Background: an optimization exercise with open tools, aiming at small area, a short achievable clock period and few clock cycles. Do not read the settings as production practice. No functional check of the RTL was part of this run.

`design/flow/flow/run.sh`:
```
#!/bin/bash
# The standard layout (the standard.sh: ORFS synthesis to finish), with
# timing repair asked to leave 7 ns of setup margin at the design's clock
# period, so that the repair sizes and buffers the critical paths further.
# The clock period, constraints and synthesis are unchanged.
export SETUP_SLACK_MARGIN=7
bash standard.sh > standard.log 2>&1
```
`design/flow/standard.sh`:
```
#!/bin/bash
# synth_recipe.tcl (not shown) runs the flow's synth.tcl, then flattens the netlist and writes it again
# the make line also repeats each setting of config.mk as NAME=value (left out here)
make -C /OpenROAD-flow-scripts/flow DESIGN_CONFIG=/design/flow/config.mk WORK_HOME=/design/flow/orfs CLKGATE_MAP_FILE= SYNTH_SCRIPT=/design/flow/synth_recipe.tcl "${@:-finish}"
```
`design/flow/config.mk`:
```
export PLATFORM = sky130hd
export DESIGN_NAME = RV32ICM
export DESIGN_NICKNAME = RV32ICM
export VERILOG_FILES = /design/flow/design.v
export SDC_FILE = /design/flow/constraint.sdc
export NUM_CORES = 4
export LEC_CHECK = 0
export CAP_MARGIN = 20
export CORE_MARGIN = 2
export CORE_UTILIZATION = 40
export PLACE_DENSITY = 0.6
export SLEW_MARGIN = 20
```
`design/flow/constraint.sdc`:
```
create_clock -name core_clock -period 12.0 [get_ports {clk}]
set_input_delay 2.4000 -clock core_clock [delete_from_list [all_inputs] [get_ports {clk}]]
set_output_delay 2.4000 -clock core_clock [all_outputs]
set_load 0.01 [all_outputs]
```
`design/flow/design.v`:
```
module Controller 
(input [6:0] i_Opcode,
 input [2:0] i_Funct3,
 output reg [2:0] o_ctrl_Mem_Mode,
 output reg o_ctrl_MemRead,
 output reg o_ctrl_MemWrite,
 output reg o_ctrl_RegWrite,
 output reg o_ctrl_MemToReg,
 output reg [2:0] o_ctrl_ImmSel,
 output reg [7:0] o_ctrl_Br_Mask,
 output reg [1:0] o_ctrl_ALUop,
 output reg o_ctrl_LUI,
 output reg o_ctrl_AUIPC,
 output reg o_ctrl_Imme
 );
 always@(*) begin
	o_ctrl_Mem_Mode = i_Funct3;
	o_ctrl_MemRead = (i_Opcode == 7'b0000011)?1'b1:1'b0;
	o_ctrl_MemWrite = (i_Opcode == 7'b0100011)?1'b1:1'b0;
	o_ctrl_RegWrite = (i_Opcode == 7'b1100011 || i_Opcode == 7'b0100011)?1'b0:1'b1;
	o_ctrl_MemToReg = (i_Opcode == 7'b0000011)?1'b1:1'b0;
	o_ctrl_ImmSel = (i_Opcode == 7'b0000011 || i_Opcode == 7'b1100111 || i_Opcode == 7'b0010011)?3'b000:(i_Opcode == 7'b0100011)?3'b001:(i_Opcode == 7'b1100011)?3'b010:(i_Opcode == 7'b0010111 || i_Opcode == 7'b0110111)?3'b011:(i_Opcode == 7'b1101111)?3'b100:3'b000;
	o_ctrl_Br_Mask[7] = (i_Opcode == 7'b1101111)?1'b1:1'b0;
	o_ctrl_Br_Mask[6] = (i_Opcode == 7'b1100111)?1'b1:1'b0;
	o_ctrl_Br_Mask[5] = (i_Opcode == 7'b1100011 && i_Funct3 == 3'b111)?1'b1:1'b0;
	o_ctrl_Br_Mask[4] = (i_Opcode == 7'b1100011 && i_Funct3 == 3'b110)?1'b1:1'b0;
	o_ctrl_Br_Mask[3] = (i_Opcode == 7'b1100011 && i_Funct3 == 3'b101)?1'b1:1'b0;
	o_ctrl_Br_Mask[2] = (i_Opcode == 7'b1100011 && i_Funct3 == 3'b001)?1'b1:1'b0;
	o_ctrl_Br_Mask[1] = (i_Opcode == 7'b1100011 && i_Funct3 == 3'b100)?1'b1:1'b0;
	o_ctrl_Br_Mask[0] = (i_Opcode == 7'b1100011 && i_Funct3 == 3'b000)?1'b1:1'b0;
	o_ctrl_ALUop = (i_Opcode == 7'b0000011 || i_Opcode == 7'b0100011 || i_Opcode == 7'b1100011 || i_Opcode == 7'b0010111 || i_Opcode == 7'b1100111)?2'b00:(i_Opcode == 7'b0110011)?2'b01:(i_Opcode == 7'b0010011)?2'b10:2'b00;
	o_ctrl_LUI = (i_Opcode == 7'b0110111)?1'b1:1'b0;
	o_ctrl_AUIPC = (i_Opcode == 7'b0010111)?1'b1:1'b0;
	o_ctrl_Imme = (i_Opcode == 7'b0110011)?1'b0:1'b1;
 end
endmodule 
module ALU_Control
(input [1:0] i_ctrl_ALUop,
 input [2:0] i_Funct3,
 input [6:0] i_Funct7,
 output reg [3:0] o_ctrl_ALU_Sel,
 output reg o_ctrl_Unsigned,
 output reg o_ctrl_HSU,
 output reg o_ctrl_Start_Mul,
 output reg o_ctrl_Start_Div
 );	
 wire w_ADD, w_SUB, w_XOR, w_OR, w_AND, w_SLL, w_SRL, w_SRA, w_SLT, w_SLTU, w_MUL, w_MULH, w_MULHSU, w_MULHU, w_DIV, w_DIVU, w_REM, w_REMU;
 assign w_ADD = ((i_ctrl_ALUop == 2'b01 && i_Funct7 == 7'b0000000 && i_Funct3 == 3'b000) || (i_ctrl_ALUop == 2'b10 && i_Funct3 == 3'b000));
 assign w_SUB = (i_ctrl_ALUop == 2'b01 && i_Funct7 == 7'b0100000 && i_Funct3 == 3'b000);
 assign w_XOR = ((i_ctrl_ALUop == 2'b01 && i_Funct7 == 7'b0000000 && i_Funct3 == 3'b100) || (i_ctrl_ALUop == 2'b10 && i_Funct3 == 3'b100));
 assign w_OR = ((i_ctrl_ALUop == 2'b01 && i_Funct7 == 7'b0000000 && i_Funct3 == 3'b110) || (i_ctrl_ALUop == 2'b10 && i_Funct3 == 3'b110));
 assign w_AND = ((i_ctrl_ALUop == 2'b01 && i_Funct7 == 7'b0000000 && i_Funct3 == 3'b111) || (i_ctrl_ALUop == 2'b10 && i_Funct3 == 3'b111));
 assign w_SLL = ((i_ctrl_ALUop == 2'b01 && i_Funct7 == 7'b0000000 && i_Funct3 == 3'b001) || (i_ctrl_ALUop == 2'b10 && i_Funct7 == 7'b0000000 && i_Funct3 == 3'b001));
 assign w_SRL = ((i_ctrl_ALUop == 2'b01 && i_Funct7 == 7'b0000000 && i_Funct3 == 3'b101) || (i_ctrl_ALUop == 2'b10 && i_Funct7 == 7'b0000000 && i_Funct3 == 3'b101));
 assign w_SRA = ((i_ctrl_ALUop == 2'b01 && i_Funct7 == 7'b0100000 && i_Funct3 == 3'b101) || (i_ctrl_ALUop == 2'b10 && i_Funct7 == 7'b0100000 && i_Funct3 == 3'b101));
 assign w_SLT = ((i_ctrl_ALUop == 2'b01 && i_Funct7 == 7'b0000000 && i_Funct3 == 3'b010) || (i_ctrl_ALUop == 2'b10 && i_Funct3 == 3'b010));
 assign w_SLTU = ((i_ctrl_ALUop == 2'b01 && i_Funct7 == 7'b0000000 && i_Funct3 == 3'b011) || (i_ctrl_ALUop == 2'b10 && i_Funct3 == 3'b011));
 assign w_MUL = (i_ctrl_ALUop == 2'b01 && i_Funct7 == 7'b0000001 && i_Funct3 == 3'b000);
 assign w_MULH = (i_ctrl_ALUop == 2'b01 && i_Funct7 == 7'b0000001 && i_Funct3 == 3'b001);
 assign w_MULHSU = (i_ctrl_ALUop == 2'b01 && i_Funct7 == 7'b0000001 && i_Funct3 == 3'b010);
 assign w_MULHU = (i_ctrl_ALUop == 2'b01 && i_Funct7 == 7'b0000001 && i_Funct3 == 3'b011);
 assign w_DIV = (i_ctrl_ALUop == 2'b01 && i_Funct7 == 7'b0000001 && i_Funct3 == 3'b100);
 assign w_DIVU = (i_ctrl_ALUop == 2'b01 && i_Funct7 == 7'b0000001 && i_Funct3 == 3'b101);
 assign w_REM = (i_ctrl_ALUop == 2'b01 && i_Funct7 == 7'b0000001 && i_Funct3 == 3'b110);
 assign w_REMU = (i_ctrl_ALUop == 2'b01 && i_Funct7 == 7'b0000001 && i_Funct3 == 3'b111);
 always@(*) begin
	if(i_ctrl_ALUop == 2'b00 || w_ADD) begin
		o_ctrl_ALU_Sel = 4'b0000;
	end else if (w_SUB) begin
		o_ctrl_ALU_Sel = 4'b0001;		
	end else if (w_XOR) begin
		o_ctrl_ALU_Sel = 4'b0010;
	end else if (w_OR) begin
		o_ctrl_ALU_Sel = 4'b0011;
	end else if (w_AND) begin 
		o_ctrl_ALU_Sel = 4'b0100;
	end else if (w_SLL) begin
		o_ctrl_ALU_Sel = 4'b0101;
	end else if (w_SRL) begin
		o_ctrl_ALU_Sel = 4'b0110;
	end else if (w_SRA) begin
		o_ctrl_ALU_Sel = 4'b0111;
	end else if (w_SLT) begin
		o_ctrl_ALU_Sel = 4'b1000;
	end else if (w_SLTU) begin
		o_ctrl_ALU_Sel = 4'b1001;
	end else if (w_MUL) begin 
		o_ctrl_ALU_Sel = 4'b1010;
	end else if(w_MULH) begin
		o_ctrl_ALU_Sel = 4'b1011;
	end else if(w_MULHSU) begin
		o_ctrl_ALU_Sel = 4'b1011;
	end else if(w_MULHU) begin
		o_ctrl_ALU_Sel = 4'b1011;
	end else if(w_DIV) begin
		o_ctrl_ALU_Sel = 4'b1100;
	end else if(w_DIVU) begin
		o_ctrl_ALU_Sel = 4'b1100;
	end else if(w_REM) begin
		o_ctrl_ALU_Sel = 4'b1101;
	end else if(w_REMU) begin
		o_ctrl_ALU_Sel = 4'b1101;
	end else begin
		o_ctrl_ALU_Sel = 4'b0000;
	end
	o_ctrl_Unsigned = w_MULHU | w_DIVU | w_REMU;
	o_ctrl_HSU = w_MULHSU | w_MULHU;
	o_ctrl_Start_Mul = w_MUL | w_MULH | w_MULHSU | w_MULHU;
	o_ctrl_Start_Div = w_DIV | w_DIVU | w_REM | w_REMU;
 end
endmodule
module ImmGen 
#(parameter WIDTH = 32)
(input wire [2:0] i_ctrl_ImmSel,
 input wire i_Funct7,
 input wire [31:7] i_Imme,
 output reg [31:0] o_Imme
 );
always @(*) begin
	case(i_ctrl_ImmSel)
	  3'b000: o_Imme = (i_Funct7)?{{22{i_Imme[31]}}, i_Imme[29:20]}:{{21{i_Imme[31]}}, i_Imme[30:20]};
	  3'b001: o_Imme = {{21{i_Imme[31]}}, i_Imme[30:25], i_Imme[11:8], i_Imme[7]};
	  3'b010: o_Imme = {{20{i_Imme[31]}}, i_Imme[7], i_Imme[30:25], i_Imme[11:8], 1'b0};
	  3'b011: o_Imme = {i_Imme[31:12], 12'h0};
	  3'b100: o_Imme = {{12{i_Imme[31]}}, i_Imme[19:12], i_Imme[20], i_Imme[30:21], 1'b0};
	  default: o_Imme = 32'h0;
	 endcase
end
endmodule
module RegisterFile
#(parameter DATA_WIDTH = 32,
  parameter MEMORY_DEPTH = 32)
(input wire clk, n_rst,
 input wire [4:0] i_rs1,
 input wire [4:0] i_rs2,
 input wire [4:0] i_rd,
 input wire [DATA_WIDTH-1:0] i_WriteData,
 input wire i_ctrl_RegWrite,
 output reg [DATA_WIDTH-1:0] o_Read1,
 output reg [DATA_WIDTH-1:0] o_Read2
 );
reg [DATA_WIDTH-1:0] memory [1:MEMORY_DEPTH-1];
always@(*) begin
	o_Read1 = (i_rs1 == 5'h0) ? {DATA_WIDTH{1'b0}} : memory[i_rs1];
	o_Read2 = (i_rs2 == 5'h0) ? {DATA_WIDTH{1'b0}} : memory[i_rs2];
end
always@(posedge clk) begin
	if (n_rst) begin
		if(i_ctrl_RegWrite && i_rd != 5'h0) begin
			memory[i_rd] <= i_WriteData;
		end
	end
end
endmodule
module Decompression_Unit (input [15:0] i_low_inst,
									input [15:0] i_high_inst,
                           output reg [31:0] o_inst,
									output reg        o_ctrl_is_C_inst);
always @(*) begin
	if (i_low_inst[1:0] == 2'b00) begin 
		o_ctrl_is_C_inst = 1'b1;
		case (i_low_inst[15:13]) 
			3'b000: begin 
				if (i_low_inst[12:5] == 0) o_inst = 0;  
				else begin  
					o_inst[6:0] = 7'b0010011;  
					o_inst[11:7] = {2'b01,i_low_inst[4:2]};  
					o_inst[14:12] = 3'b000;  
					o_inst[19:15] = 5'b00010;  
					o_inst[31:20] = {2'b00, i_low_inst[10:7], i_low_inst[12:11], i_low_inst[5], i_low_inst[6], 2'b00};  
				end
			end
			3'b010: begin  
				o_inst[6:0] = 7'b0000011;  
				o_inst[11:7] = {2'b01,i_low_inst[4:2]};  
				o_inst[14:12] = 3'b010;  
				o_inst[19:15] = {2'b01,i_low_inst[9:7]};  
				o_inst[31:20] = {5'h0,i_low_inst[5], i_low_inst[12:10], i_low_inst[6], 2'b00};  
			end
			3'b110: begin  
				o_inst[6:0] = 7'b0100011;  
				o_inst[11:7] = {i_low_inst[11:10], i_low_inst[6], 2'b00};  
				o_inst[14:12] = 3'b010;  
				o_inst[19:15] = {2'b01,i_low_inst[9:7]};  
				o_inst[24:20] = {2'b01,i_low_inst[4:2]};  
				o_inst[31:25] = {5'h0,i_low_inst[5], i_low_inst[12]};  
			end
			default o_inst = 32'h0;
		endcase			
	end 
	else if (i_low_inst[1:0] == 2'b01) begin 
		o_ctrl_is_C_inst = 1'b1;
		case (i_low_inst[15:13]) 
			3'b000: begin  
				o_inst[6:0] = 7'b0010011;  
				o_inst[11:7] = i_low_inst[11:7];  
				o_inst[14:12] = 3'b000;  
				o_inst[19:15] = i_low_inst[11:7];  
				o_inst[31:20] = {{7{i_low_inst[12]}}, i_low_inst[6:2]};  
			end
			3'b001: begin  
				o_inst[6:0] = 7'b1101111;  
				o_inst[11:7] = 5'b00001;  
				o_inst[31:12] = {i_low_inst[12], i_low_inst[8], i_low_inst[10:9], i_low_inst[6], i_low_inst[7], i_low_inst[2], i_low_inst[11], i_low_inst[5:3], {9{i_low_inst[12]}}};
			end
			3'b010: begin  
				o_inst[6:0] = 7'b0010011;  
				o_inst[11:7] = i_low_inst[11:7];  
				o_inst[14:12] = 3'b000;  
				o_inst[19:15] = 5'h0;  
				o_inst[31:20] = {{7{i_low_inst[12]}}, i_low_inst[6:2]};  
			end
			3'b011: begin  
				if (i_low_inst[11:7] == 5'h2) begin  
					o_inst[6:0] = 7'b0010011;  
					o_inst[11:7] = i_low_inst[11:7];  
					o_inst[14:12] = 3'b000;  
					o_inst[19:15] = i_low_inst[11:7];  
					o_inst[31:20] = {{3{i_low_inst[12]}}, i_low_inst[4:3], i_low_inst[5], i_low_inst[2], i_low_inst[6], 4'h0};  
				end else begin  
					o_inst[6:0] = 7'b0110111;  
					o_inst[11:7] = i_low_inst[11:7];  
					o_inst[31:12] = {{15{i_low_inst[12]}}, i_low_inst[6:2]};  
				end
			end
			3'b100: begin  
				if (i_low_inst[11:10] == 2'b00) begin  
					o_inst[6:0] = 7'b0010011;  
					o_inst[11:7] = {2'b01,i_low_inst[9:7]};  
					o_inst[14:12] = 3'b101;  
					o_inst[19:15] = {2'b01,i_low_inst[9:7]};  
					o_inst[24:20] = i_low_inst[6:2];  
					o_inst[31:25] = 7'h0;  
				end else if (i_low_inst[11:10] == 2'b01) begin  
					o_inst[6:0] = 7'b0010011;  
					o_inst[11:7] = {2'b01,i_low_inst[9:7]};  
					o_inst[14:12] = 3'b101;  
					o_inst[19:15] = {2'b01,i_low_inst[9:7]};  
					o_inst[24:20] = {i_low_inst[6:2]};  
					o_inst[31:25] = 7'b0100000;  
				end else if (i_low_inst[11:10] == 2'b10) begin  
					o_inst[6:0] = 7'b0010011;  
					o_inst[11:7] = {2'b01,i_low_inst[9:7]};  
					o_inst[14:12] = 3'b111;  
					o_inst[19:15] = {2'b01,i_low_inst[9:7]};  
					o_inst[31:20] = {{7{i_low_inst[12]}}, i_low_inst[6:2]};  
				end else begin
					if (i_low_inst[12] == 1'b0) begin  
						if (i_low_inst[6:5] == 2'b00) begin  
							o_inst[6:0] = 7'b0110011;  
							o_inst[11:7] = {2'b01,i_low_inst[9:7]};  
							o_inst[14:12] = 3'b000;  
							o_inst[19:15] = {2'b01,i_low_inst[9:7]};  
							o_inst[24:20] = {2'b01,i_low_inst[4:2]};  
							o_inst[31:25] = 7'b0100000;  
						end else if (i_low_inst[6:5] == 2'b01) begin  
							o_inst[6:0] = 7'b0110011;  
							o_inst[11:7] = {2'b01,i_low_inst[9:7]};  
							o_inst[14:12] = 3'b100;  
							o_inst[19:15] = {2'b01,i_low_inst[9:7]};  
							o_inst[24:20] = {2'b01,i_low_inst[4:2]};  
							o_inst[31:25] = 7'b0000000;  
						end else if (i_low_inst[6:5] == 2'b10) begin  
							o_inst[6:0] = 7'b0110011;  
							o_inst[11:7] = {2'b01,i_low_inst[9:7]};  
							o_inst[14:12] = 3'b110;  
							o_inst[19:15] = {2'b01,i_low_inst[9:7]};  
							o_inst[24:20] = {2'b01,i_low_inst[4:2]};  
							o_inst[31:25] = 7'b0000000;  
						end else begin  
							o_inst[6:0] = 7'b0110011;  
							o_inst[11:7] = {2'b01,i_low_inst[9:7]};  
							o_inst[14:12] = 3'b111;  
							o_inst[19:15] = {2'b01,i_low_inst[9:7]};  
							o_inst[24:20] = {2'b01,i_low_inst[4:2]};  
							o_inst[31:25] = 7'b0000000;  
						end
					end else o_inst = 32'h0;
				end	
			end
			3'b101: begin  
				o_inst[6:0] = 7'b1101111;  
				o_inst[11:7] = 5'b00000;  
				o_inst[31:12] = {i_low_inst[12], i_low_inst[8], i_low_inst[10:9], i_low_inst[6], i_low_inst[7], i_low_inst[2], i_low_inst[11], i_low_inst[5:3], {9{i_low_inst[12]}}};
			end
			3'b110: begin  
				o_inst[6:0] = 7'b1100011;  
				o_inst[11:7] = {i_low_inst[11:10], i_low_inst[4:3], i_low_inst[12]};  
				o_inst[14:12] = 3'b000;  
				o_inst[19:15] = {2'b01,i_low_inst[9:7]};  
				o_inst[24:20] = 5'h0;  
				o_inst[31:25] = {{4{i_low_inst[12]}}, i_low_inst[6:5], i_low_inst[2]};  
			end
			3'b111: begin  
				o_inst[6:0] = 7'b1100011;  
				o_inst[11:7] = {i_low_inst[11:10], i_low_inst[4:3], i_low_inst[12]};  
				o_inst[14:12] = 3'b001;  
				o_inst[19:15] = {2'b01,i_low_inst[9:7]};  
				o_inst[24:20] = 5'h0;  
				o_inst[31:25] = {{4{i_low_inst[12]}}, i_low_inst[6:5], i_low_inst[2]};  
			end
			default o_inst = 32'h0;
		endcase
	end
	else if (i_low_inst[1:0] == 2'b10) begin  
		o_ctrl_is_C_inst = 1'b1;
		case (i_low_inst[15:13]) 
			3'b000: begin  
				o_inst[6:0] = 7'b0010011;  
				o_inst[11:7] = i_low_inst[11:7];  
				o_inst[14:12] = 3'b001;  
				o_inst[19:15] = i_low_inst[11:7];  
				o_inst[24:20] = {i_low_inst[6:2]};  
				o_inst[31:25] = 7'b0000000;  
			end
			3'b010: begin  
				o_inst[6:0] = 7'b0000011;  
				o_inst[11:7] = i_low_inst[11:7];  
				o_inst[14:12] = 3'b010;  
				o_inst[19:15] = 5'd2;  
				o_inst[31:20] = {4'b0, i_low_inst[3:2], i_low_inst[12], i_low_inst[6:4], 2'b00};  
			end
			3'b100: begin 
				if (i_low_inst[12] == 1'b0 && i_low_inst[6:2] == 5'd0) begin 
					o_inst[6:0] = 7'b1100111;  
					o_inst[11:7] = 5'd0;  
					o_inst[14:12] = 3'b000;  
					o_inst[19:15] = i_low_inst[11:7];  
					o_inst[31:20] = 12'h0;  
				end
				else if (i_low_inst[12] == 1'b0 && i_low_inst[6:2] != 5'd0) begin 
					o_inst[6:0] = 7'b0110011;  
					o_inst[11:7] = i_low_inst[11:7];  
					o_inst[14:12] = 3'b000;  
					o_inst[19:15] = 5'd0;  
					o_inst[24:20] = i_low_inst[6:2];  
					o_inst[31:25] = 7'b0000000;  
				end
				else if (i_low_inst[12] == 1'b1 && i_low_inst[6:2] == 5'd0) begin 
					o_inst[6:0] = 7'b1100111;  
					o_inst[11:7] = 5'd1;  
					o_inst[14:12] = 3'b000;  
					o_inst[19:15] = i_low_inst[11:7];  
					o_inst[31:20] = 12'h0;  
				end
				else begin  
					o_inst[6:0] = 7'b0110011;  
					o_inst[11:7] = i_low_inst[11:7];  
					o_inst[14:12] = 3'b000;  
					o_inst[19:15] = i_low_inst[11:7];  
					o_inst[24:20] = i_low_inst[6:2];  
					o_inst[31:25] = 7'b0000000;  
				end
			end
			3'b110: begin  
				o_inst[6:0] = 7'b0100011;  
				o_inst[11:7] = {i_low_inst[11:9], 2'b00};  
				o_inst[14:12] = 3'b010;  
				o_inst[19:15] = 5'd2;  
				o_inst[24:20] = i_low_inst[6:2];  
				o_inst[31:25] = {4'h0,i_low_inst[8:7], i_low_inst[12]};  
			end
			default o_inst = 32'h0;
		endcase
	end
	else begin
		o_ctrl_is_C_inst = 1'b0;
		o_inst = {i_high_inst,i_low_inst};
	end
end									
endmodule
module MulDiv
(input clk,
 input n_rst,
 input i_start_mul,
 input i_start_div,
 input [2:0] i_funct3,
 input [31:0] i_A,
 input [31:0] i_B,
 output [31:0] o_result,
 output o_busy
 );
 localparam S_IDLE = 3'd0, S_MUL = 3'd1, S_DNORM = 3'd2, S_DITER = 3'd3, S_FIN = 3'd4;
 reg [2:0] r_state;
 reg [4:0] r_cnt;
 reg [33:0] r_acc;    
 reg [31:0] r_lo;     
 reg [31:0] r_D;      
 reg [32:0] r_X;      
 assign o_busy = (i_start_mul | i_start_div) & (r_state != S_FIN);
 wire w_mul_signed = (i_funct3[1:0] != 2'b11);
 wire [7:0] w_byte = r_D[7:0];
 wire [41:0] w_Aext = {{9{r_X[32]}}, r_X};
 wire [41:0] w_accin = {{8{r_acc[33]}}, r_acc};
 wire [41:0] pp0 = w_byte[0] ? w_Aext       : 42'd0;
 wire [41:0] pp1 = w_byte[1] ? w_Aext << 1  : 42'd0;
 wire [41:0] pp2 = w_byte[2] ? w_Aext << 2  : 42'd0;
 wire [41:0] pp3 = w_byte[3] ? w_Aext << 3  : 42'd0;
 wire [41:0] pp4 = w_byte[4] ? w_Aext << 4  : 42'd0;
 wire [41:0] pp5 = w_byte[5] ? w_Aext << 5  : 42'd0;
 wire [41:0] pp6 = w_byte[6] ? w_Aext << 6  : 42'd0;
 wire [41:0] pp7 = w_byte[7] ? w_Aext << 7  : 42'd0;
 wire [41:0] s1 = w_accin ^ pp0 ^ pp1;
 wire [41:0] c1 = ((w_accin & pp0) | (w_accin & pp1) | (pp0 & pp1)) << 1;
 wire [41:0] s2 = pp2 ^ pp3 ^ pp4;
 wire [41:0] c2 = ((pp2 & pp3) | (pp2 & pp4) | (pp3 & pp4)) << 1;
 wire [41:0] s3 = pp5 ^ pp6 ^ pp7;
 wire [41:0] c3 = ((pp5 & pp6) | (pp5 & pp7) | (pp6 & pp7)) << 1;
 wire [41:0] s4 = s1 ^ c1 ^ s2;
 wire [41:0] c4 = ((s1 & c1) | (s1 & s2) | (c1 & s2)) << 1;
 wire [41:0] s5 = c2 ^ s3 ^ c3;
 wire [41:0] c5 = ((c2 & s3) | (c2 & c3) | (s3 & c3)) << 1;
 wire [41:0] s6 = s4 ^ c4 ^ s5;
 wire [41:0] c6 = ((s4 & c4) | (s4 & s5) | (c4 & s5)) << 1;
 wire [41:0] s7 = s6 ^ c6 ^ c5;
 wire [41:0] c7 = ((s6 & c6) | (s6 & c5) | (c6 & c5)) << 1;
 wire [41:0] w_msum = s7 + c7;
 wire w_div_signed = ~i_funct3[0];
 wire [31:0] w_absA = (w_div_signed & i_A[31]) ? -i_A : i_A;
 wire [31:0] w_absB = (w_div_signed & i_B[31]) ? -i_B : i_B;
 reg [5:0] w_zr, w_zd;
 integer k;
 always @(*) begin
	w_zr = 6'd32;
	for (k = 0; k < 32; k = k + 1) if (r_acc[k]) w_zr = 6'd31 - k;
	w_zd = 6'd32;
	for (k = 0; k < 32; k = k + 1) if (r_D[k]) w_zd = 6'd31 - k;
 end
 wire [5:0] w_shift = w_zd - w_zr;
 wire [32:0] w_diff = {1'b0, r_acc[31:0]} - {1'b0, r_D};
 always @(posedge clk or negedge n_rst) begin
	if (!n_rst) begin
		r_state <= S_IDLE;
		r_cnt <= 5'd0;
	end else begin
		case (r_state)
			S_IDLE: begin
				if (i_start_mul) begin
					r_state <= S_MUL;
					r_cnt <= 5'd0;
				end else if (i_start_div) begin
					r_state <= S_DNORM;
				end
			end
			S_MUL: begin
				r_cnt <= r_cnt + 5'd1;
				if (r_cnt[1:0] == 2'd3) r_state <= S_FIN;
			end
			S_DNORM: begin
				r_cnt <= w_shift[4:0];
				if (r_D == 32'd0 || w_zd < w_zr) r_state <= S_FIN;
				else r_state <= S_DITER;
			end
			S_DITER: begin
				r_cnt <= r_cnt - 5'd1;
				if (r_cnt == 5'd0) r_state <= S_FIN;
			end
			default: r_state <= S_IDLE;
		endcase
	end
 end
 always @(posedge clk) begin
	case (r_state)
		S_IDLE: begin
			if (i_start_mul) begin
				r_X <= {w_mul_signed & i_A[31], i_A};
				r_D <= i_B;
				r_acc <= 34'd0;
			end else begin
				r_acc <= {2'b00, w_absA};
				r_D <= w_absB;
			end
		end
		S_MUL: begin
			r_acc <= w_msum[41:8];
			r_lo <= {w_msum[7:0], r_lo[31:8]};
			r_D <= r_D >> 8;
		end
		S_DNORM: begin
			r_D <= r_D << w_shift[4:0];
			r_lo <= (r_D == 32'd0) ? 32'hFFFFFFFF : 32'd0;
		end
		S_DITER: begin
			if (!w_diff[32]) r_acc[31:0] <= w_diff[31:0];
			r_lo <= {r_lo[30:0], ~w_diff[32]};
			r_D <= r_D >> 1;
		end
		default: ;
	endcase
 end
 wire [31:0] w_dval = i_funct3[1] ? r_acc[31:0] : r_lo;
 wire w_dneg = w_div_signed & (i_funct3[1] ? i_A[31] : (i_A[31] ^ i_B[31]));
 wire [31:0] w_dres = w_dneg ? -w_dval : w_dval;
 assign o_result = i_funct3[2] ? w_dres : ((i_funct3[1:0] == 2'b00) ? r_lo : r_acc[31:0]);
endmodule
module ALU
#(parameter DATA_WIDTH = 32)
(input [3:0] i_ctrl_ALU_Sel,
 input i_ctrl_Sub,
 input [DATA_WIDTH-1:0] i_A,
 input [DATA_WIDTH-1:0] i_B,
 input [DATA_WIDTH-1:0] i_MD_Result,
 output reg [DATA_WIDTH-1:0] o_ALU_Result,
 output [DATA_WIDTH-1:0] o_Sum,
 output o_EQ,
 output o_LT,
 output o_LTU
 );
 wire [DATA_WIDTH:0] w_sum = {1'b0, i_A} + {1'b0, i_B ^ {DATA_WIDTH{i_ctrl_Sub}}} + {{DATA_WIDTH{1'b0}}, i_ctrl_Sub};
 assign o_Sum = w_sum[DATA_WIDTH-1:0];
 assign o_LTU = ~w_sum[DATA_WIDTH];
 assign o_LT = (i_A[DATA_WIDTH-1] ^ i_B[DATA_WIDTH-1]) ? i_A[DATA_WIDTH-1] : w_sum[DATA_WIDTH-1];
 assign o_EQ = (i_A == i_B);
 wire w_left = (i_ctrl_ALU_Sel == 4'b0101);
 wire w_fill = (i_ctrl_ALU_Sel == 4'b0111) & i_A[DATA_WIDTH-1];
 reg [DATA_WIDTH-1:0] w_shin, w_shres;
 wire [DATA_WIDTH-1:0] w_shout;
 integer k;
 always @(*) begin
	for (k = 0; k < DATA_WIDTH; k = k + 1) w_shin[k] = w_left ? i_A[DATA_WIDTH-1-k] : i_A[k];
 end
 wire [2*DATA_WIDTH-1:0] w_shext = {{DATA_WIDTH{w_fill}}, w_shin} >> i_B[4:0];
 assign w_shout = (|i_B[DATA_WIDTH-1:5]) ? {DATA_WIDTH{w_fill}} : w_shext[DATA_WIDTH-1:0];
 always @(*) begin
	for (k = 0; k < DATA_WIDTH; k = k + 1) w_shres[k] = w_left ? w_shout[DATA_WIDTH-1-k] : w_shout[k];
 end
 always @(*) begin
	case (i_ctrl_ALU_Sel)
		4'b0000, 4'b0001: o_ALU_Result = o_Sum;
		4'b0010: o_ALU_Result = i_A ^ i_B;
		4'b0011: o_ALU_Result = i_A | i_B;
		4'b0100: o_ALU_Result = i_A & i_B;
		4'b0101, 4'b0110, 4'b0111: o_ALU_Result = w_shres;
		4'b1000: o_ALU_Result = {{(DATA_WIDTH-1){1'b0}}, o_LT};
		4'b1001: o_ALU_Result = {{(DATA_WIDTH-1){1'b0}}, o_LTU};
		4'b1010, 4'b1011, 4'b1100, 4'b1101: o_ALU_Result = i_MD_Result;
		default: o_ALU_Result = {DATA_WIDTH{1'b0}};
	endcase
 end
endmodule
module DataMem
#(parameter DATA_WIDTH = 32)
(input clk,
 input n_rst,
 input i_ctrl_MemRead,
 input i_ctrl_MemWrite,
 input [2:0] i_ctrl_Mem_Mode,
 input [DATA_WIDTH-1:0] i_Addr,
 input [DATA_WIDTH-1:0] i_WriteData,
 output reg [DATA_WIDTH-1:0] o_MemOut,
 output [DATA_WIDTH-1:0] o_dmem_addr,
 output reg [DATA_WIDTH-1:0] o_dmem_wdata,
 output reg [3:0] o_dmem_wstrb,
 input [DATA_WIDTH-1:0] i_dmem_rdata
 );
wire [1:0] offset;
wire [DATA_WIDTH-1:0] word;
wire [1:0] w_ctrl_Mode;
wire w_ctrl_UnsignLoad;
assign offset = i_Addr[1:0];
assign w_ctrl_Mode = i_ctrl_Mem_Mode[1:0];
assign w_ctrl_UnsignLoad = i_ctrl_Mem_Mode[2];
assign o_dmem_addr = i_Addr;
assign word = i_dmem_rdata;
always@(*) begin
	if(i_ctrl_MemRead) begin
		case(w_ctrl_Mode)
			2'b00: 
				begin
					case(offset)
						2'b00: o_MemOut = (w_ctrl_UnsignLoad)?{24'b0, word[7:0]}:{{24{word[7]}}, word[7:0]};
						2'b01: o_MemOut = (w_ctrl_UnsignLoad)?{24'b0, word[15:8]}:{{24{word[15]}}, word[15:8]};
						2'b10: o_MemOut = (w_ctrl_UnsignLoad)?{24'b0, word[23:16]}:{{24{word[23]}}, word[23:16]};
						2'b11: o_MemOut = (w_ctrl_UnsignLoad)?{24'b0, word[31:24]}:{{24{word[31]}}, word[31:24]};
					endcase
				end
			2'b01: 
				begin
					case(offset[1])
						1'b0: o_MemOut = (w_ctrl_UnsignLoad)?{16'b0, word[15:0]}:{{16{word[15]}}, word[15:0]};
						1'b1: o_MemOut = (w_ctrl_UnsignLoad)?{16'b0, word[31:16]}:{{16{word[31]}}, word[31:16]};
					endcase
				end
			2'b10: o_MemOut = word;
			default: o_MemOut = 32'b0;
		endcase
	end else begin
		o_MemOut = 32'b0;
	end
end
always@(*) begin
	o_dmem_wstrb = 4'b0000;
	o_dmem_wdata = 32'b0;
	if(i_ctrl_MemWrite) begin
		case(w_ctrl_Mode)
			2'b00: 
				begin
					o_dmem_wdata = {4{i_WriteData[7:0]}};
					case(offset)
						2'b00: o_dmem_wstrb = 4'b0001;
						2'b01: o_dmem_wstrb = 4'b0010;
						2'b10: o_dmem_wstrb = 4'b0100;
						2'b11: o_dmem_wstrb = 4'b1000;
					endcase
				end
			2'b01: 
				begin
					o_dmem_wdata = {2{i_WriteData[15:0]}};
					case(offset[1])
						1'b0: o_dmem_wstrb = 4'b0011;
						1'b1: o_dmem_wstrb = 4'b1100;
					endcase
				end
			2'b10:
				begin
					o_dmem_wdata = i_WriteData;
					o_dmem_wstrb = 4'b1111;
				end
			default: o_dmem_wstrb = 4'b0000;
		endcase
	end
end
endmodule
module RV32ICM
#(parameter DATA_WIDTH = 32)
(input clk,
 input n_rst,
 output [DATA_WIDTH-1:0] o_imem_addr,
 input  [DATA_WIDTH-1:0] i_imem_rdata,
 output [DATA_WIDTH-1:0] o_dmem_addr,
 output [DATA_WIDTH-1:0] o_dmem_wdata,
 output [3:0] o_dmem_wstrb,
 input  [DATA_WIDTH-1:0] i_dmem_rdata
 );
 wire w_busy;
 wire w_ex_redirect;
 wire [31:0] w_ex_target;
 wire w_id_stall;
 wire [31:0] w_id_pcimm, w_id_pcnext;
 reg [31:0] r_PC;
 wire [31:0] w_IF_inst;
 wire w_IF_isC;
 Decompression_Unit Decomp (.i_low_inst(i_imem_rdata[15:0]),
                            .i_high_inst(i_imem_rdata[31:16]),
                            .o_inst(w_IF_inst),
                            .o_ctrl_is_C_inst(w_IF_isC));
 assign o_imem_addr = r_PC;
 wire [31:0] w_PC2 = r_PC + 32'd2;
 wire [31:0] w_PC4 = r_PC + 32'd4;
 wire [31:0] w_PC_seq = w_IF_isC ? w_PC2 : w_PC4;
 wire [31:0] w_raw = i_imem_rdata;
 wire w_q1 = (w_raw[1:0] == 2'b01);
 wire w_jal32 = (w_raw[6:0] == 7'b1101111);
 wire w_br32 = (w_raw[6:0] == 7'b1100011) & (w_raw[14:13] != 2'b01) & w_raw[31];
 wire w_cj = w_q1 & (w_raw[14:13] == 2'b01);
 wire w_cbr = w_q1 & (w_raw[15:14] == 2'b11) & w_raw[12];
 wire w_IF_pred = w_jal32 | w_br32 | w_cj | w_cbr;
 reg [31:0] w_pimm;
 always @(*) begin
	case ({w_q1, w_raw[2]})
		2'b00, 2'b01: w_pimm = w_raw[2] ? {{12{w_raw[31]}}, w_raw[19:12], w_raw[20], w_raw[30:21], 1'b0}
		                                : {{20{w_raw[31]}}, w_raw[7], w_raw[30:25], w_raw[11:8], 1'b0};
		default: w_pimm = w_raw[14] ? {{24{w_raw[12]}}, w_raw[6:5], w_raw[2], w_raw[11:10], w_raw[4:3], 1'b0}
		                            : {{21{w_raw[12]}}, w_raw[8], w_raw[10:9], w_raw[6], w_raw[7], w_raw[2], w_raw[11], w_raw[5:3], 1'b0};
	endcase
 end
 wire [31:0] w_PC_pred = r_PC + w_pimm;
 always @(posedge clk or negedge n_rst) begin
	if (!n_rst) r_PC <= 32'd0;
	else if (!w_busy) begin
		if (w_ex_redirect) r_PC <= w_ex_target;
		else if (w_id_stall) r_PC <= r_PC;
		else if (w_IF_pred) r_PC <= w_PC_pred;
		else r_PC <= w_PC_seq;
	end
 end
 reg r_IFID_valid;
 reg [31:0] r_IFID_inst, r_IFID_PC;
 reg r_IFID_isC, r_IFID_pred;
 always @(posedge clk or negedge n_rst) begin
	if (!n_rst) r_IFID_valid <= 1'b0;
	else if (!w_busy) begin
		if (w_ex_redirect) r_IFID_valid <= 1'b0;
		else if (!w_id_stall) r_IFID_valid <= 1'b1;
	end
 end
 always @(posedge clk) begin
	if (!w_busy && !w_id_stall) begin
		r_IFID_inst <= w_IF_inst;
		r_IFID_PC <= r_PC;
		r_IFID_isC <= w_IF_isC;
		r_IFID_pred <= w_IF_pred;
	end
 end
 wire [31:0] I = r_IFID_inst;
 wire [6:0] w_op = I[6:0];
 wire [2:0] w_f3 = I[14:12];
 wire [6:0] w_f7 = I[31:25];
 wire [4:0] w_rs1 = I[19:15];
 wire [4:0] w_rs2 = I[24:20];
 wire [4:0] w_rd = I[11:7];
 wire [2:0] w_Mem_Mode, w_ImmSel;
 wire w_MemRead, w_MemWrite, w_RegWrite, w_MemToReg, w_LUI, w_AUIPC, w_Imme;
 wire [7:0] w_Br_Mask;
 wire [1:0] w_ALUop;
 Controller Ctrler (.i_Opcode(w_op), .i_Funct3(w_f3),
                    .o_ctrl_Mem_Mode(w_Mem_Mode), .o_ctrl_MemRead(w_MemRead),
                    .o_ctrl_MemWrite(w_MemWrite), .o_ctrl_RegWrite(w_RegWrite),
                    .o_ctrl_MemToReg(w_MemToReg), .o_ctrl_ImmSel(w_ImmSel),
                    .o_ctrl_Br_Mask(w_Br_Mask), .o_ctrl_ALUop(w_ALUop),
                    .o_ctrl_LUI(w_LUI), .o_ctrl_AUIPC(w_AUIPC), .o_ctrl_Imme(w_Imme));
 wire [31:0] w_imm;
 ImmGen immgen1 (.i_Imme(I[31:7]), .i_ctrl_ImmSel(w_ImmSel), .i_Funct7(I[30]), .o_Imme(w_imm));
 wire [3:0] w_ALU_Sel;
 wire w_Unsigned, w_HSU, w_Start_Mul, w_Start_Div;
 ALU_Control ALUctrl1 (.i_ctrl_ALUop(w_ALUop), .i_Funct3(w_f3), .i_Funct7(w_f7),
                       .o_ctrl_ALU_Sel(w_ALU_Sel), .o_ctrl_Unsigned(w_Unsigned), .o_ctrl_HSU(w_HSU),
                       .o_ctrl_Start_Mul(w_Start_Mul), .o_ctrl_Start_Div(w_Start_Div));
 wire w_is_branch = |w_Br_Mask[5:0];
 wire w_is_jal = w_Br_Mask[7];
 wire w_is_jalr = w_Br_Mask[6];
 wire w_is_op = (w_op == 7'b0110011);
 wire w_use_rs1 = ~(w_LUI | w_AUIPC | w_is_jal);
 wire w_use_rs2 = w_is_op | w_MemWrite | (w_op == 7'b1100011);
 wire w_we = w_RegWrite & (w_rd != 5'd0);
 wire w_sub = (w_ALU_Sel == 4'b0001) | (w_ALU_Sel == 4'b1000) | (w_ALU_Sel == 4'b1001) | w_is_branch;
 wire w_use_alt = w_LUI | w_AUIPC | w_is_jal | w_is_jalr;
 assign w_id_pcimm = r_IFID_PC + w_imm;
 assign w_id_pcnext = r_IFID_PC + (r_IFID_isC ? 32'd2 : 32'd4);
 wire [31:0] w_alt = w_LUI ? w_imm : ((w_AUIPC | (w_is_branch & ~r_IFID_pred)) ? w_id_pcimm : w_id_pcnext);
 reg r_MEMWB_we;
 reg [4:0] r_MEMWB_rd;
 reg [31:0] r_MEMWB_data;
 wire [31:0] w_rf1, w_rf2;
 RegisterFile RegFile1 (.clk(clk), .n_rst(n_rst), .i_rs1(w_rs1), .i_rs2(w_rs2),
                        .i_rd(r_MEMWB_rd), .i_WriteData(r_MEMWB_data), .i_ctrl_RegWrite(r_MEMWB_we),
                        .o_Read1(w_rf1), .o_Read2(w_rf2));
 wire [31:0] w_r1 = (r_MEMWB_we && r_MEMWB_rd == w_rs1) ? r_MEMWB_data : w_rf1;
 wire [31:0] w_r2 = (r_MEMWB_we && r_MEMWB_rd == w_rs2) ? r_MEMWB_data : w_rf2;
 reg r_IDEX_valid;
 reg r_IDEX_we, r_IDEX_MemRead, r_IDEX_MemWrite, r_IDEX_Start_Mul, r_IDEX_Start_Div;
 reg r_IDEX_is_branch, r_IDEX_is_jalr, r_IDEX_pred, r_IDEX_use_alt, r_IDEX_use_imm, r_IDEX_sub;
 reg [2:0] r_IDEX_f3;
 reg [3:0] r_IDEX_ALU_Sel;
 reg [4:0] r_IDEX_rd;
 reg r_IDEX_fa_mem, r_IDEX_fa_wb, r_IDEX_fb_mem, r_IDEX_fb_wb;
 reg [31:0] r_IDEX_r1, r_IDEX_r2, r_IDEX_imm, r_IDEX_alt;
 reg r_EXMEM_we, r_EXMEM_MemRead, r_EXMEM_MemWrite;
 reg [2:0] r_EXMEM_f3;
 reg [4:0] r_EXMEM_rd;
 reg [31:0] r_EXMEM_result, r_EXMEM_sdata;
 wire w_IDEX_we_v = r_IDEX_valid & r_IDEX_we;
 assign w_id_stall = r_IFID_valid & r_IDEX_valid & r_IDEX_MemRead & r_IDEX_we &
                     ((w_use_rs1 & (r_IDEX_rd == w_rs1)) | (w_use_rs2 & (r_IDEX_rd == w_rs2)));
 always @(posedge clk or negedge n_rst) begin
	if (!n_rst) r_IDEX_valid <= 1'b0;
	else if (!w_busy) r_IDEX_valid <= r_IFID_valid & ~w_ex_redirect & ~w_id_stall;
 end
 always @(posedge clk) begin
	if (!w_busy) begin
		r_IDEX_we <= w_we;
		r_IDEX_MemRead <= w_MemRead;
		r_IDEX_MemWrite <= w_MemWrite;
		r_IDEX_Start_Mul <= w_Start_Mul;
		r_IDEX_Start_Div <= w_Start_Div;
		r_IDEX_is_branch <= w_is_branch;
		r_IDEX_is_jalr <= w_is_jalr;
		r_IDEX_pred <= r_IFID_pred;
		r_IDEX_use_alt <= w_use_alt;
		r_IDEX_use_imm <= ~(w_is_op | (w_op == 7'b1100011));
		r_IDEX_sub <= w_sub;
		r_IDEX_f3 <= w_f3;
		r_IDEX_ALU_Sel <= w_ALU_Sel;
		r_IDEX_rd <= w_rd;
		r_IDEX_fa_mem <= w_IDEX_we_v & (r_IDEX_rd == w_rs1);
		r_IDEX_fa_wb <= r_EXMEM_we & (r_EXMEM_rd == w_rs1);
		r_IDEX_fb_mem <= w_IDEX_we_v & (r_IDEX_rd == w_rs2);
		r_IDEX_fb_wb <= r_EXMEM_we & (r_EXMEM_rd == w_rs2);
		r_IDEX_r1 <= w_r1;
		r_IDEX_r2 <= w_r2;
		r_IDEX_imm <= w_imm;
		r_IDEX_alt <= w_alt;
	end
 end
 wire [31:0] w_A = r_IDEX_fa_mem ? r_EXMEM_result : (r_IDEX_fa_wb ? r_MEMWB_data : r_IDEX_r1);
 wire [31:0] w_B = r_IDEX_fb_mem ? r_EXMEM_result : (r_IDEX_fb_wb ? r_MEMWB_data : r_IDEX_r2);
 wire [31:0] w_opB = r_IDEX_use_imm ? r_IDEX_imm : w_B;
 wire [31:0] w_MD_Result;
 wire w_MD_Busy;
 MulDiv md1 (.clk(clk), .n_rst(n_rst),
             .i_start_mul(r_IDEX_valid & r_IDEX_Start_Mul),
             .i_start_div(r_IDEX_valid & r_IDEX_Start_Div),
             .i_funct3(r_IDEX_f3), .i_A(w_A), .i_B(w_B),
             .o_result(w_MD_Result), .o_busy(w_MD_Busy));
 assign w_busy = w_MD_Busy;
 wire [31:0] w_ALU_Result, w_Sum;
 wire w_EQ, w_LT, w_LTU;
 ALU alu1 (.i_ctrl_ALU_Sel(r_IDEX_ALU_Sel), .i_ctrl_Sub(r_IDEX_sub), .i_A(w_A), .i_B(w_opB),
           .i_MD_Result(w_MD_Result), .o_ALU_Result(w_ALU_Result), .o_Sum(w_Sum),
           .o_EQ(w_EQ), .o_LT(w_LT), .o_LTU(w_LTU));
 reg w_cond;
 always @(*) begin
	case (r_IDEX_f3)
		3'b000: w_cond = w_EQ;
		3'b001: w_cond = ~w_EQ;
		3'b100: w_cond = w_LT;
		3'b101: w_cond = ~w_LT;
		3'b110: w_cond = w_LTU;
		default: w_cond = ~w_LTU;
	endcase
 end
 assign w_ex_redirect = r_IDEX_valid & (r_IDEX_is_jalr | (r_IDEX_is_branch & (w_cond ^ r_IDEX_pred)));
 assign w_ex_target = r_IDEX_is_jalr ? w_Sum : r_IDEX_alt;
 wire [31:0] w_EX_result = r_IDEX_use_alt ? r_IDEX_alt : w_ALU_Result;
 always @(posedge clk or negedge n_rst) begin
	if (!n_rst) begin
		r_EXMEM_we <= 1'b0;
		r_EXMEM_MemRead <= 1'b0;
		r_EXMEM_MemWrite <= 1'b0;
	end else if (!w_busy) begin
		r_EXMEM_we <= w_IDEX_we_v;
		r_EXMEM_MemRead <= r_IDEX_valid & r_IDEX_MemRead;
		r_EXMEM_MemWrite <= r_IDEX_valid & r_IDEX_MemWrite;
	end
 end
 always @(posedge clk) begin
	if (!w_busy) begin
		r_EXMEM_f3 <= r_IDEX_f3;
		r_EXMEM_rd <= r_IDEX_rd;
		r_EXMEM_result <= w_EX_result;
		r_EXMEM_sdata <= w_B;
	end
 end
 wire [31:0] w_MemOut;
 DataMem DMEM (.clk(clk), .n_rst(n_rst),
               .i_ctrl_MemRead(r_EXMEM_MemRead), .i_ctrl_MemWrite(r_EXMEM_MemWrite),
               .i_ctrl_Mem_Mode(r_EXMEM_f3), .i_Addr(r_EXMEM_result), .i_WriteData(r_EXMEM_sdata),
               .o_MemOut(w_MemOut), .o_dmem_addr(o_dmem_addr), .o_dmem_wdata(o_dmem_wdata),
               .o_dmem_wstrb(o_dmem_wstrb), .i_dmem_rdata(i_dmem_rdata));
 always @(posedge clk or negedge n_rst) begin
	if (!n_rst) r_MEMWB_we <= 1'b0;
	else if (!w_busy) r_MEMWB_we <= r_EXMEM_we;
 end
 always @(posedge clk) begin
	if (!w_busy) begin
		r_MEMWB_rd <= r_EXMEM_rd;
		r_MEMWB_data <= r_EXMEM_MemRead ? w_MemOut : r_EXMEM_result;
	end
 end
endmodule
```
==> results.txt <==
final cells by class:
cell class              count  area, um2  share of cell area, %
inverters                 450       1770                   1.51
diodes                      7       17.5                 0.0149
flip-flops and latches   1504      44900                   38.2
multi-input cells        5609      52700                   44.9
clock buffers             199       4330                   3.69
well taps                3202       4010                   3.41
repair inverters            1       5.00                0.00426
repair buffers            831       8660                   7.38
clock inverters           103       1000                  0.852
logic make-up (layout without fill, tap and decap cells):
logic type | Yosys count | count (layout) | synth area share [%]
xor+xnor | 294 | 294 | 2.63
mux | 1061 | 1061 | 18.1
buf+inv | 975 | 1584 | 3.80
simple gates | 1915 | 1917 | 9.22
compound gates | 1838 | 1839 | 12.0
fa+ha+maj | 497 | 497 | 8.26
flops | 1504 | 1504 | 45.9
other cells | 1 | 8 | 0.00384
final timing paths:
| kind | endpoint | depth (start not counted) |
|---|---|---|
| max in group asynchronous | r_EXMEM_MemWrite | 2 |
| min in group asynchronous | r_MEMWB_we | 2 |
| worst max register to register | md1.r_D[16] | 30 |
| worst min register to register | r_IDEX_rd[2] | 0 |
| worst max-delay path | md1.r_D[16] | 30 |
| worst min-delay path | r_IDEX_rd[2] | 0 |
Yosys cell counts, drive strengths merged (14+ instances only):
library cell	count
edfxtp	1453
nand2	623
mux4	559
a21oi	551
nor2	507
inv	443
o21ai	433
mux2i	422
clkbuf	402
ha	250
fa	247
and2	220
xnor2	200
nor3	132
a211oi	123
buf	123
a21o	101
nor2b	98
xor2	94
nand3	85
mux2	80
a22oi	71
o221ai	65
a31oi	64
o22ai	61
nor4	50
o21a	49
dfrtp	46
a221oi	40
and3	37
nand2b	34
o211ai	32
o31ai	32
or3	29
nand4	26
o21bai	22
a221o	21
or2	19
a211o	16
a222oi	16
o31a	16
o2111ai	14
per-layer routing:
| layer | up-vias | part of all wire, % |
|---|---|---|
| met5 | - | 0.026 |
| met4 | 14 | 6.7 |
| met3 | 995 | 9.2 |
| met2 | 4265 | 47 |
| met1 | 38767 | 37 |
| li1 | 31799 | - |
worst max-delay path, delay by kind of cell (launching register included):
kind	cells	cell delay, ns
compound gates	16	2.27
buf+inv	10	1.05
fa+ha+maj	2	0.83
mux	2	0.76
flops	1	0.39
through the flow:
step	std cells	utilization, %	setup WS (ns)
floorplan	8085	-	5.99
detailed placement	11158	42.8	3.62
global route	11900	48.3	6.23
global placement	11156	42.8	3.54
CTS	11811	47.5	6.38
finish	11906	48.3	6.39
what timing repair did:
item | 4_1_cts | 5_1_grt
gates cloned | 42 | 6
setup buffers | 309 | 82
setup endpoints to repair | 213 | 176
endpoints found under the hold margin | 0 | 0
pin swaps | 172 | 131
resized for setup | 629 | 238
==> impl_metrics.toml <==
[status]
outcome = "no timing/DRC/antenna violations"

[floorplan]
die_height_um = 498
initial_core_util_pct = 40.2
coreArea_mm2 = 0.243
ios = 166
rows = 181
dieArea_mm2 = 0.248
fp.dieW_um = 498

[final_layout]
syn_to_final_growth_pct = 20.2
stdcell_area_mm2 = 0.117
largest_register_ffs = 992
largest-register = "RegFile1.memory"
reg.largest.list = "RegFile1.memory x992, md1.r_acc x34, md1.r_X x33"
drive_gt1_share_pct = 24.4
layout_commonest_cell = "edfxtp_1"
num-fill-cells = 21125
nets = 9124
final_cell_mix = "1453 x edfxtp_1, 602 x nand2_1, 559 x mux4_2"

[timing]
whs_ns = 0.504
tns_ns = 0
tightestPinTransition_ns = 1.17
setup_viol = 0
grt_setup_unrepaired = "yes"
fin_crit_ns = 5.61
fmax_mhz = 178
final_hold_viol_count = 0
slew_viol_final = 0
slew_headroom_pct = 21.9
fin_crit_sh_pct = 46.7
finClkSkew_ns = 0.0634

[drt]
drt_iter0_drc = 9603
drt-vias-per-instance = 6.37
ant_nets = 0
firstDrtPassIters = 7
wl_um = 388000
dr_total_vias = 75840
routedWlPerCell_um = 32.6
drc = 0

[global_route]
grt_remaining_overflow = 0
first_global_vias = 74330
grt_pass1_wl_um = 545000
grtUsageMet1_pct = 38.7
top_usage_layer = "met2"
grt_max_degree = 137
grt_use_met3_pct = 5.54
grt_use_total_pct = 30.3
antenna_found_initial = 20
grt_use_met2_pct = 48.6

[setup_path]
cp-startpoint = "md1.r_D[3]"
critPathRequiredTime_ns = 12.52
timing.rr.start = "md1.r_D[3]"
cp-end-kind = "register"
arrival_ns = 6.13
crit_top_cell = "buf_6"
criticalPathCategory = "reg2reg"
r2r_slack_ns = 6.39
path_max_fanout = 5
cpPeakStageDelay_ns = 0.60
startpoint_type = "register"
slowest_stage = "fa_2"

[placed_design]
postPlaceCellArea_mm2 = 0.104
place_congestion = 0.996
hpwl_um = 247000
port_buffers = 165

[cts]
cts-buffers-inserted = 164
cts_buffer_depth = 3
clk_pin_slew_ns = 0.07
hold_buffers = 0
cts_max_level = 4
cts_tree = "built"
clkSinkCount = 1504
root_buffer = "clkbuf_16"
clock_latency_ns = 0.86

[synthesis]
ys_seq_area_share_pct = 45.9
ys.flop_type = "edfxtp_1"
synth_cell_types = 99
syn-num-nets = 8648
synth_area_leader_cell = "edfxtp_1"
synthCells = 8085
ys_ff_latch = 1504
ys_warn_count = 9
async_flop_share_pct = 3.06
syn_area_mm2 = 0.0977
synth_edf_count = 1453
netlist.area_leader.share_pct = 44.6
synthTopCellsByArea = "edfxtp_1 45%, mux4_2 13%, fa_1 5.1%"
syn_area_per_cell_um2 = 12.1

[run]
drv_cap = 0

[hold_path]
holdCritPathClass = "reg2reg"
worstHoldStart = "r_IFID_inst[9]"

port drivers added, routing unchanged:
No port has a modelled driver above. Below, the same layout with a new extraction and two added sets of constraints.
Step 1 sets driving cells, clkbuf_16 on the clock port and buf_2 on the other inputs (assumed; they add their load-dependent delay and slew).
Step 2 adds t to the input delays and takes it off the output delays; t is the mean of the earliest and latest rising clock arrival at the registers after step 1. Input paths then give back, and output paths get back, about the clock's delay inside the block.
Three values: ideal ports, drivers, drivers and shift; two values: the first two.
t, ns: 0.916
slack for setup (ns): 6.392 / 6.392 / 5.773
latest minus earliest clock arrival (ns): 0.065 / 0.065
worst register clock-pin slew, ns: 0.07 / 0.07
worst data-port slew with drivers (ns): 0.15
After both steps setup and hold are still met in this run. The setup slack of this run moves by 0.000 ns with the drivers and by -0.619 ns with both steps.
